From an optimization exercise on the open Yosys and OpenROAD flow, aimed at small area; shortcuts taken in it are not production practice.
In this exercise RTL edits were held to simulation tests only and were not proved equivalent to the original.
Power and IR drop assume default switching activity.

== run 1 ==
## pap_predictor
module pap_predictor (
    input  wire       clk,
    input  wire       reset,
    input  wire       branch_detected,
    input  wire       branch_taken,
    input  wire [5:0] pc,
    output wire       prediction,
    output wire [5:0] bht_out,
    output wire [1:0] pht_select
);
Size in the first run: ~900 flip-flops, about 19 I/O pins.
clock: 12.0 ns
lec_check: 0
cap_margin: 0
core_margin: 2
core_utilization: 70
place_density: 0.85
slew_margin: 0
synth_hierarchical: 1
standard.sh (not shown) runs the stock make flow with config.mk's settings and CLKGATE_MAP_FILE= SYNTH_SCRIPT=/design/flow/synth_recipe.tcl, a recipe that flattens the netlist after the stock synthesis.
==> flow/flow/run.sh <==
#!/bin/bash
# Standard layout, with clock tree synthesis told not to add dummy loads
# and to cluster sinks under clkbuf_4 leaf buffers, and ports buffered
# with buf_1.
set -euo pipefail
export CTS_ARGS="-sink_clustering_enable -repair_clock_nets -dont_use_dummy_load -buf_list sky130_fd_sc_hd__clkbuf_4 -sink_clustering_size 11 -sink_clustering_max_diameter 35"
export BUFFER_PORTS_ARGS="-buffer_cell sky130_fd_sc_hd__buf_1"
bash standard.sh > standard_flow.log 2>&1
Having completed the whole flow, run 1 delivered a layout that passed the timing, design-rule and antenna checks.
The inputs of run 2 differ from those of run 1 as listed below.
- PLACE_DENSITY no longer set, was 0.85
- CAP_MARGIN now 20, was 0
- SLEW_MARGIN now 20, was 0
- CORE_UTILIZATION now 40, was 70
==> flow/flow/run.sh <==
#!/bin/bash
# Standard layout, with clock tree synthesis told not to add dummy loads
# and to cluster sinks under clkbuf_16 leaf buffers.
set -euo pipefail
export CTS_ARGS="-sink_clustering_enable -repair_clock_nets -dont_use_dummy_load -buf_list sky130_fd_sc_hd__clkbuf_16 -sink_clustering_size 28 -sink_clustering_max_diameter 60"
bash standard.sh > standard_flow.log 2>&1
--- outcome ---
- Sort run 2 and run 1 by die area, descending, and run 2 comes first.
- Diff run 1 -> run 2: maximum number of pins on one net before global-route repair shrank by 30, depth of the worst register-to-register path grew by 1, total power after layout grew by 4.6%, final area grew by 1400 sq um.
- Re maximum count of clock buffers along a single path: no difference whatsoever between run 2 and run 1.
- The lower clock power of run 2 and run 1 is in run 1.
[inputs] run 3 vs run 2
- CORE_UTILIZATION changed from 40 to 65
- PLACE_DENSITY newly set to 0.8
==> flow/flow/run.sh <==
#!/bin/bash
# Standard layout, with clock tree synthesis told not to add dummy loads
# and to cluster sinks under clkbuf_8 leaf buffers.
set -euo pipefail
export CTS_ARGS="-sink_clustering_enable -repair_clock_nets -dont_use_dummy_load -buf_list sky130_fd_sc_hd__clkbuf_8 -sink_clustering_size 20 -sink_clustering_max_diameter 50"
bash standard.sh > standard_flow.log 2>&1
==> summary.txt <==
Run 3 ran to completion and came out clean on the timing, design-rule and antenna checks.
Changes observed in run 3 relative to run 2: post-CTS clock slew at the launch and capture registers of the worst setup and hold paths flat; part of the power in registers up 3.1 points; final area down 3.7%; area added between synthesis and finish down 4.1 points; final critical-path setup slack down 0.17 ns.
Diff run 2 -> run 3 | global-route wire length before repair | up slightly
Of run 2 and run 3, run 2 shows the lower number of clock buffers in the layout, with run 3 above it.
#### Input delta (run 4 over run 3)
- swapping 65 for 80 in CORE_UTILIZATION
- swapping 0.8 for 0.9 in PLACE_DENSITY
==> flow/flow/run.sh <==
#!/bin/bash
# Standard layout, with clock tree synthesis told not to add dummy loads
# and to cluster sinks under clkbuf_4 leaf buffers.
set -euo pipefail
export CTS_ARGS="-sink_clustering_enable -repair_clock_nets -dont_use_dummy_load -buf_list sky130_fd_sc_hd__clkbuf_4 -sink_clustering_size 11 -sink_clustering_max_diameter 35"
bash standard.sh > standard_flow.log 2>&1
### Flow results
Between run 4 and run 3, the difference in total of max-cap violations is negligible.
Sequential share of layout area: run 4 > run 3
Run 4 vs. run 3: cell area after placement went down by about 0.4%.
Comparing global-route usage for run 4 and run 3, the smaller number came from run 3.

---

== zinc ==
The RTL this note starts from:
==> flow/design.v <==
`timescale 1ns / 1ps
module pap_oai22 (input wire a0, b0, a1, b1, output wire y);
    assign y = ~((a0 | b0) & (a1 | b1));
endmodule
module pap_o21a (input wire a0, a1, b, output wire y);
    assign y = (a0 | a1) & b;
endmodule
module pap_inv (input wire a, output wire y);
    assign y = ~a;
endmodule
module pap_nor2 (input wire a, b, output wire y);
    assign y = ~(a | b);
endmodule
module pap_nand2 (input wire a, b, output wire y);
    assign y = ~(a & b);
endmodule
module pap_nand3 (input wire a, b, c, output wire y);
    assign y = ~(a & b & c);
endmodule
module pap_nand4 (input wire a, b, c, d, output wire y);
    assign y = ~(a & b & c & d);
endmodule
module pap_and2 (input wire a, b, output wire y);
    assign y = a & b;
endmodule
module pap_and4 (input wire a, b, c, d, output wire y);
    assign y = a & b & c & d;
endmodule
module pap_xor2 (input wire a, b, output wire y);
    assign y = a ^ b;
endmodule
module pap_xnor2 (input wire a, b, output wire y);
    assign y = ~(a ^ b);
endmodule
module pap_sel4 (
    input  wire [3:0] s_n,
    input  wire [3:0] d_n,
    output wire       y_n
);
    wire p0, p1;
    pap_oai22 u0 (.a0(s_n[0]), .b0(d_n[0]), .a1(s_n[1]), .b1(d_n[1]), .y(p0));
    pap_oai22 u1 (.a0(s_n[2]), .b0(d_n[2]), .a1(s_n[3]), .b1(d_n[3]), .y(p1));
    pap_nor2  u2 (.a(p0), .b(p1), .y(y_n));
endmodule
module pap_sel16n (
    input  wire [15:0] s_n,
    input  wire [15:0] d_n,
    output wire        y_n
);
    wire [3:0] q;
    genvar i;
    generate
        for (i = 0; i < 4; i = i + 1) begin : g_q
            pap_sel4 u (.s_n(s_n[4*i +: 4]), .d_n(d_n[4*i +: 4]), .y_n(q[i]));
        end
    endgenerate
    pap_and4 u4 (.a(q[0]), .b(q[1]), .c(q[2]), .d(q[3]), .y(y_n));
endmodule
module pap_sel16 (
    input  wire [15:0] s_n,
    input  wire [15:0] d_n,
    output wire        y
);
    wire [3:0] q;
    genvar i;
    generate
        for (i = 0; i < 4; i = i + 1) begin : g_q
            pap_sel4 u (.s_n(s_n[4*i +: 4]), .d_n(d_n[4*i +: 4]), .y_n(q[i]));
        end
    endgenerate
    pap_nand4 u4 (.a(q[0]), .b(q[1]), .c(q[2]), .d(q[3]), .y(y));
endmodule
module pap_dec2 (input wire [1:0] a, input wire [1:0] a_n, output wire [3:0] y);
    pap_nor2 u0 (.a(a[1]),   .b(a[0]),   .y(y[0]));
    pap_nor2 u1 (.a(a[1]),   .b(a_n[0]), .y(y[1]));
    pap_nor2 u2 (.a(a_n[1]), .b(a[0]),   .y(y[2]));
    pap_nor2 u3 (.a(a_n[1]), .b(a_n[0]), .y(y[3]));
endmodule
module pap_dec2n (input wire [1:0] a, output wire [3:0] y_n);
    wire [1:0] a_n;
    pap_inv i0 (.a(a[0]), .y(a_n[0]));
    pap_inv i1 (.a(a[1]), .y(a_n[1]));
    pap_nand2 u0 (.a(a_n[1]), .b(a_n[0]), .y(y_n[0]));
    pap_nand2 u1 (.a(a_n[1]), .b(a[0]),   .y(y_n[1]));
    pap_nand2 u2 (.a(a[1]),   .b(a_n[0]), .y(y_n[2]));
    pap_nand2 u3 (.a(a[1]),   .b(a[0]),   .y(y_n[3]));
endmodule
module pap_dec4n (input wire [3:0] a, output wire [15:0] y_n);
    wire [3:0] a_n, lo, hi;
    pap_inv i0 (.a(a[0]), .y(a_n[0]));
    pap_inv i1 (.a(a[1]), .y(a_n[1]));
    pap_inv i2 (.a(a[2]), .y(a_n[2]));
    pap_inv i3 (.a(a[3]), .y(a_n[3]));
    pap_dec2 u_lo (.a(a[1:0]), .a_n(a_n[1:0]), .y(lo));
    pap_dec2 u_hi (.a(a[3:2]), .a_n(a_n[3:2]), .y(hi));
    genvar i;
    generate
        for (i = 0; i < 16; i = i + 1) begin : g_y
            pap_nand2 u (.a(hi[i/4]), .b(lo[i%4]), .y(y_n[i]));
        end
    endgenerate
endmodule
module pap_wdech #(parameter N = 8) (
    input  wire         rst_n,
    input  wire         bd_n,
    input  wire [N-1:0] sel_n,
    output wire [N-1:0] y_n
);
    genvar i;
    generate
        for (i = 0; i < N; i = i + 1) begin : g_y
            pap_o21a u (.a0(bd_n), .a1(sel_n[i]), .b(rst_n), .y(y_n[i]));
        end
    endgenerate
endmodule
module pap_wdecl #(parameter N = 8) (
    input  wire         rst_n,
    input  wire [N-1:0] sel_n,
    output wire [N-1:0] y_n
);
    genvar i;
    generate
        for (i = 0; i < N; i = i + 1) begin : g_y
            pap_and2 u (.a(rst_n), .b(sel_n[i]), .y(y_n[i]));
        end
    endgenerate
endmodule
module pap_wline (input wire h_n, l_n, output wire wr, hold);
    pap_nor2 u0 (.a(h_n), .b(l_n), .y(wr));
    pap_inv  u1 (.a(wr), .y(hold));
endmodule
module pap_next (
    input  wire       reset,
    input  wire       taken,
    input  wire       p,
    input  wire [5:0] y_row_n,
    input  wire [1:0] ctr,
    output wire [5:0] row_d,
    output wire [1:0] ctr_d
);
    wire [1:0] ctr_upd = taken ? ((ctr == 2'b11) ? 2'b11 : ctr + 2'b01)
                               : ((ctr == 2'b00) ? 2'b00 : ctr - 2'b01);
    assign ctr_d = reset ? 2'b01 : ~(ctr_upd ^ {2{p}});
    assign row_d = reset ? 6'b000000 : {y_row_n[4:0], ~(taken ^ p)};
endmodule
module pap_phase_next (input wire reset, p, output wire y);
    assign y = ~(reset | p);
endmodule
module pap_predictor (
    input  wire       clk,
    input  wire       reset,
    input  wire       branch_detected,
    input  wire       branch_taken,
    input  wire [5:0] pc,
    output wire       prediction,
    output wire [5:0] bht_out,
    output wire [1:0] pht_select
);
    reg       p;
    reg [5:0] bht_x [0:63];
    reg [1:0] pht_x [0:255];
    genvar g, k, b;
    wire rst_n, bd_n;
    pap_inv u_rstn (.a(reset), .y(rst_n));
    pap_inv u_bdn  (.a(branch_detected), .y(bd_n));
    wire [3:0]  bh_n;
    wire [15:0] bl_n;
    pap_dec2n u_bh (.a(pc[5:4]), .y_n(bh_n));
    pap_dec4n u_bl (.a(pc[3:0]), .y_n(bl_n));
    wire [5:0] y_row_n, row;
    generate
        for (b = 0; b < 6; b = b + 1) begin : g_bb
            wire [3:0] gv_n;
            for (g = 0; g < 4; g = g + 1) begin : g_g
                wire [15:0] d_n;
                for (k = 0; k < 16; k = k + 1) begin : g_k
                    assign d_n[k] = bht_x[g*16+k][b];
                end
                pap_sel16n u_in (.s_n(bl_n), .d_n(d_n), .y_n(gv_n[g]));
            end
            pap_sel4 u_out (.s_n(bh_n), .d_n(gv_n), .y_n(y_row_n[b]));
            pap_xnor2 u_x (.a(y_row_n[b]), .b(p), .y(row[b]));
        end
    endgenerate
    wire [7:0] idx = {pc[1:0], row};
    wire [15:0] ph_n, pl_n;
    pap_dec4n u_ph (.a(idx[7:4]), .y_n(ph_n));
    pap_dec4n u_pl (.a(idx[3:0]), .y_n(pl_n));
    wire [1:0] y_ctr, ctr;
    generate
        for (b = 0; b < 2; b = b + 1) begin : g_pb
            wire [15:0] gv_n;
            for (g = 0; g < 16; g = g + 1) begin : g_g
                wire [15:0] d_n;
                for (k = 0; k < 16; k = k + 1) begin : g_k
                    assign d_n[k] = pht_x[g*16+k][b];
                end
                pap_sel16n u_in (.s_n(pl_n), .d_n(d_n), .y_n(gv_n[g]));
            end
            pap_sel16 u_out (.s_n(ph_n), .d_n(gv_n), .y(y_ctr[b]));
            pap_xor2 u_x (.a(y_ctr[b]), .b(p), .y(ctr[b]));
        end
    endgenerate
    assign bht_out    = row;
    assign pht_select = pc[1:0];
    assign prediction = ctr[1];
    wire [5:0] row_d;
    wire [1:0] ctr_d;
    pap_next u_next (.reset(reset), .taken(branch_taken), .p(p), .y_row_n(y_row_n),
                     .ctr(ctr), .row_d(row_d), .ctr_d(ctr_d));
    wire p_d;
    pap_phase_next u_pn (.reset(reset), .p(p), .y(p_d));
    always @(posedge clk) p <= p_d;
    wire [3:0]  bwh_n;
    wire [15:0] bwl_n;
    wire [15:0] pwh_n, pwl_n;
    pap_wdech #(.N(4))  u_bwh (.rst_n(rst_n), .bd_n(bd_n), .sel_n(bh_n), .y_n(bwh_n));
    pap_wdecl #(.N(16)) u_bwl (.rst_n(rst_n), .sel_n(bl_n), .y_n(bwl_n));
    pap_wdech #(.N(16)) u_pwh (.rst_n(rst_n), .bd_n(bd_n), .sel_n(ph_n), .y_n(pwh_n));
    pap_wdecl #(.N(16)) u_pwl (.rst_n(rst_n), .sel_n(pl_n), .y_n(pwl_n));
    generate
        for (g = 0; g < 64; g = g + 1) begin : g_bht
            wire wr, hold;
            pap_wline u_l (.h_n(bwh_n[g/16]), .l_n(bwl_n[g%16]), .wr(wr), .hold(hold));
            for (b = 0; b < 6; b = b + 1) begin : g_b
                wire nx;
                pap_oai22 u_s (.a0(bht_x[g][b]), .b0(wr), .a1(hold), .b1(row_d[b]), .y(nx));
                always @(posedge clk) bht_x[g][b] <= nx;
            end
        end
        for (g = 0; g < 256; g = g + 1) begin : g_pht
            wire wr, hold;
            pap_wline u_l (.h_n(pwh_n[g/16]), .l_n(pwl_n[g%16]), .wr(wr), .hold(hold));
            for (b = 0; b < 2; b = b + 1) begin : g_b
                wire nx;
                pap_oai22 u_s (.a0(pht_x[g][b]), .b0(wr), .a1(hold), .b1(ctr_d[b]), .y(nx));
                always @(posedge clk) pht_x[g][b] <= nx;
            end
        end
    endgenerate
endmodule
==> flow/config.mk <==
export PLATFORM = sky130hd
export DESIGN_NAME = pap_predictor
export DESIGN_NICKNAME = pap_predictor
export VERILOG_FILES = /design/flow/design.v
export SDC_FILE = /design/flow/constraint.sdc
export NUM_CORES = 4
export LEC_CHECK = 0
export CAP_MARGIN = 20
export CORE_MARGIN = 2
export CORE_UTILIZATION = 40
export CTS_BUF_LIST = sky130_fd_sc_hd__clkbuf_8
export CTS_CLUSTER_DIAMETER = 50
export CTS_CLUSTER_SIZE = 20
export SLEW_MARGIN = 20
export SYNTH_HIERARCHICAL = 1
==> flow/constraint.sdc <==
create_clock -name core_clock -period 12.0 [get_ports {clk}]
set_input_delay 2.4000 -clock core_clock [delete_from_list [all_inputs] [get_ports {clk}]]
set_output_delay 2.4000 -clock core_clock [all_outputs]
set_load 0.01 [all_outputs]
run.sh (not shown) runs the stock make flow with config.mk's settings and CLKGATE_MAP_FILE= SYNTH_SCRIPT=/design/flow/synth_recipe.tcl, a recipe that flattens the netlist after the stock synthesis.
Stock flow here: none of the scripts above is used.
zinc | status: complete | timing, DRC, antenna: pass
Changes in willow relative to zinc:
- removing CTS_BUF_LIST (formerly sky130_fd_sc_hd__clkbuf_8)
- removing CTS_CLUSTER_DIAMETER (formerly 50)
- removing CTS_CLUSTER_SIZE (formerly 20)
==> flow/flow/run.sh (new file) <==
#!/bin/bash
# Standard layout, with clock tree synthesis told not to add dummy loads
# and to cluster sinks under clkbuf_8 leaf buffers.
set -euo pipefail
export CTS_ARGS="-sink_clustering_enable -repair_clock_nets -dont_use_dummy_load -buf_list sky130_fd_sc_hd__clkbuf_8 -sink_clustering_size 20 -sink_clustering_max_diameter 50"
bash standard.sh > standard_flow.log 2>&1
==> flow/standard.sh (new file) <==
#!/bin/bash
# synth_recipe.tcl (not shown) runs the flow's synth.tcl, then flattens the netlist and writes it again
# the make line also repeats each setting of config.mk as NAME=value (left out here)
make -C /OpenROAD-flow-scripts/flow DESIGN_CONFIG=/design/flow/config.mk WORK_HOME=/design/flow/orfs CLKGATE_MAP_FILE= SYNTH_SCRIPT=/design/flow/synth_recipe.tcl "${@:-finish}"
removed: flow/run.sh
==> summary.txt <==
willow reached the final stage; the timing, design-rule and antenna checks on its layout passed. Compared with zinc, in willow source-to-sink clock delay at the later pin of the worst-skew pair comparable; cell area has decreased; utilization after layout -1.1 points; met1 routing resource usage after global routing went down; power after layout went down about 6%. From willow to zinc, area of the placeable core did not move at all. Row clock group share of total power: willow lower / zinc higher. The clock-buffer cell count number comes out lower for willow vs zinc. Per the comparison of willow with zinc, max-slew violation count stayed essentially flat; aggregate routed wire length now smaller; worst reg-to-reg path cell count saw little to no change.
--- input diff willow..raven ---
- putting CTS_BUF_LIST at sky130_fd_sc_hd__clkbuf_8 where nothing was set
- putting CTS_CLUSTER_DIAMETER at 50 where nothing was set
- putting CTS_CLUSTER_SIZE at 16 where nothing was set
==> flow/run.sh (new file) <==
#!/bin/bash
# synth_recipe.tcl (not shown) runs the flow's synth.tcl, then flattens the netlist and writes it again
# the make line also repeats each setting of config.mk as NAME=value (left out here)
make -C /OpenROAD-flow-scripts/flow DESIGN_CONFIG=/design/flow/config.mk WORK_HOME=/design/flow/orfs CLKGATE_MAP_FILE= SYNTH_SCRIPT=/design/flow/synth_recipe.tcl finish
removed: flow/flow/run.sh
removed: flow/standard.sh
### Flow results
- raven: no failed stages, no open violations at the end
- Going from willow to raven, clock power picked up an extra 35%; number of antenna repair diodes shows no meaningful change; worst setup margin decreased 70 ps.

[re-timing with driven ports]
Ports are ideal in the flow. The routed layouts listed here were re-timed in OpenROAD. Step 1: set_driving_cell puts a clkbuf_16 on clk and a buf_2 on each other input, an assumption about the parent block. Step 2 times the ports against the registers' clock, not the clock port: input delays grow and output delays shrink by t, the midpoint of the rising clock arrivals with the driver on. Slacks: ideal / step 1 / step 2; pairs: ideal / step 1.
run | t (ns) | slack for setup (ns) | hold WS [ns] | latest minus earliest clock arrival (ns) | cell pins on the clock port's net
run 1 | 0.954 | 1.459 / 1.438 / 1.438 | 0.445 / 0.445 / 0.445 | 0.081 / 0.081 | 1
run 2 | 0.688 | 0.920 / 0.894 / 0.894 | 0.444 / 0.444 / 0.444 | 0.104 / 0.104 | 1
run 3 | 0.769 | 0.749 / 0.722 / 0.722 | 0.448 / 0.448 / 0.448 | 0.053 / 0.052 | 1
run 4 | 0.911 | 0.473 / 0.427 / 0.427 | 0.448 / 0.448 / 0.448 | 0.098 / 0.099 | 1
zinc | 0.781 | 0.950 / 0.926 / 0.926 | 0.447 / 0.447 / 0.447 | 0.051 / 0.050 | 1
willow | 0.738 | 0.956 / 0.935 / 0.935 | 0.442 / 0.442 / 0.442 | 0.117 / 0.116 | 1
raven | 0.782 | 0.886 / 0.864 / 0.864 | 0.446 / 0.446 / 0.446 | 0.053 / 0.054 | 1
After both steps setup and hold are still met in every run listed. The setup slack of run 4, which loses most, moves by -0.046 ns with the drivers and by -0.046 ns with both steps.
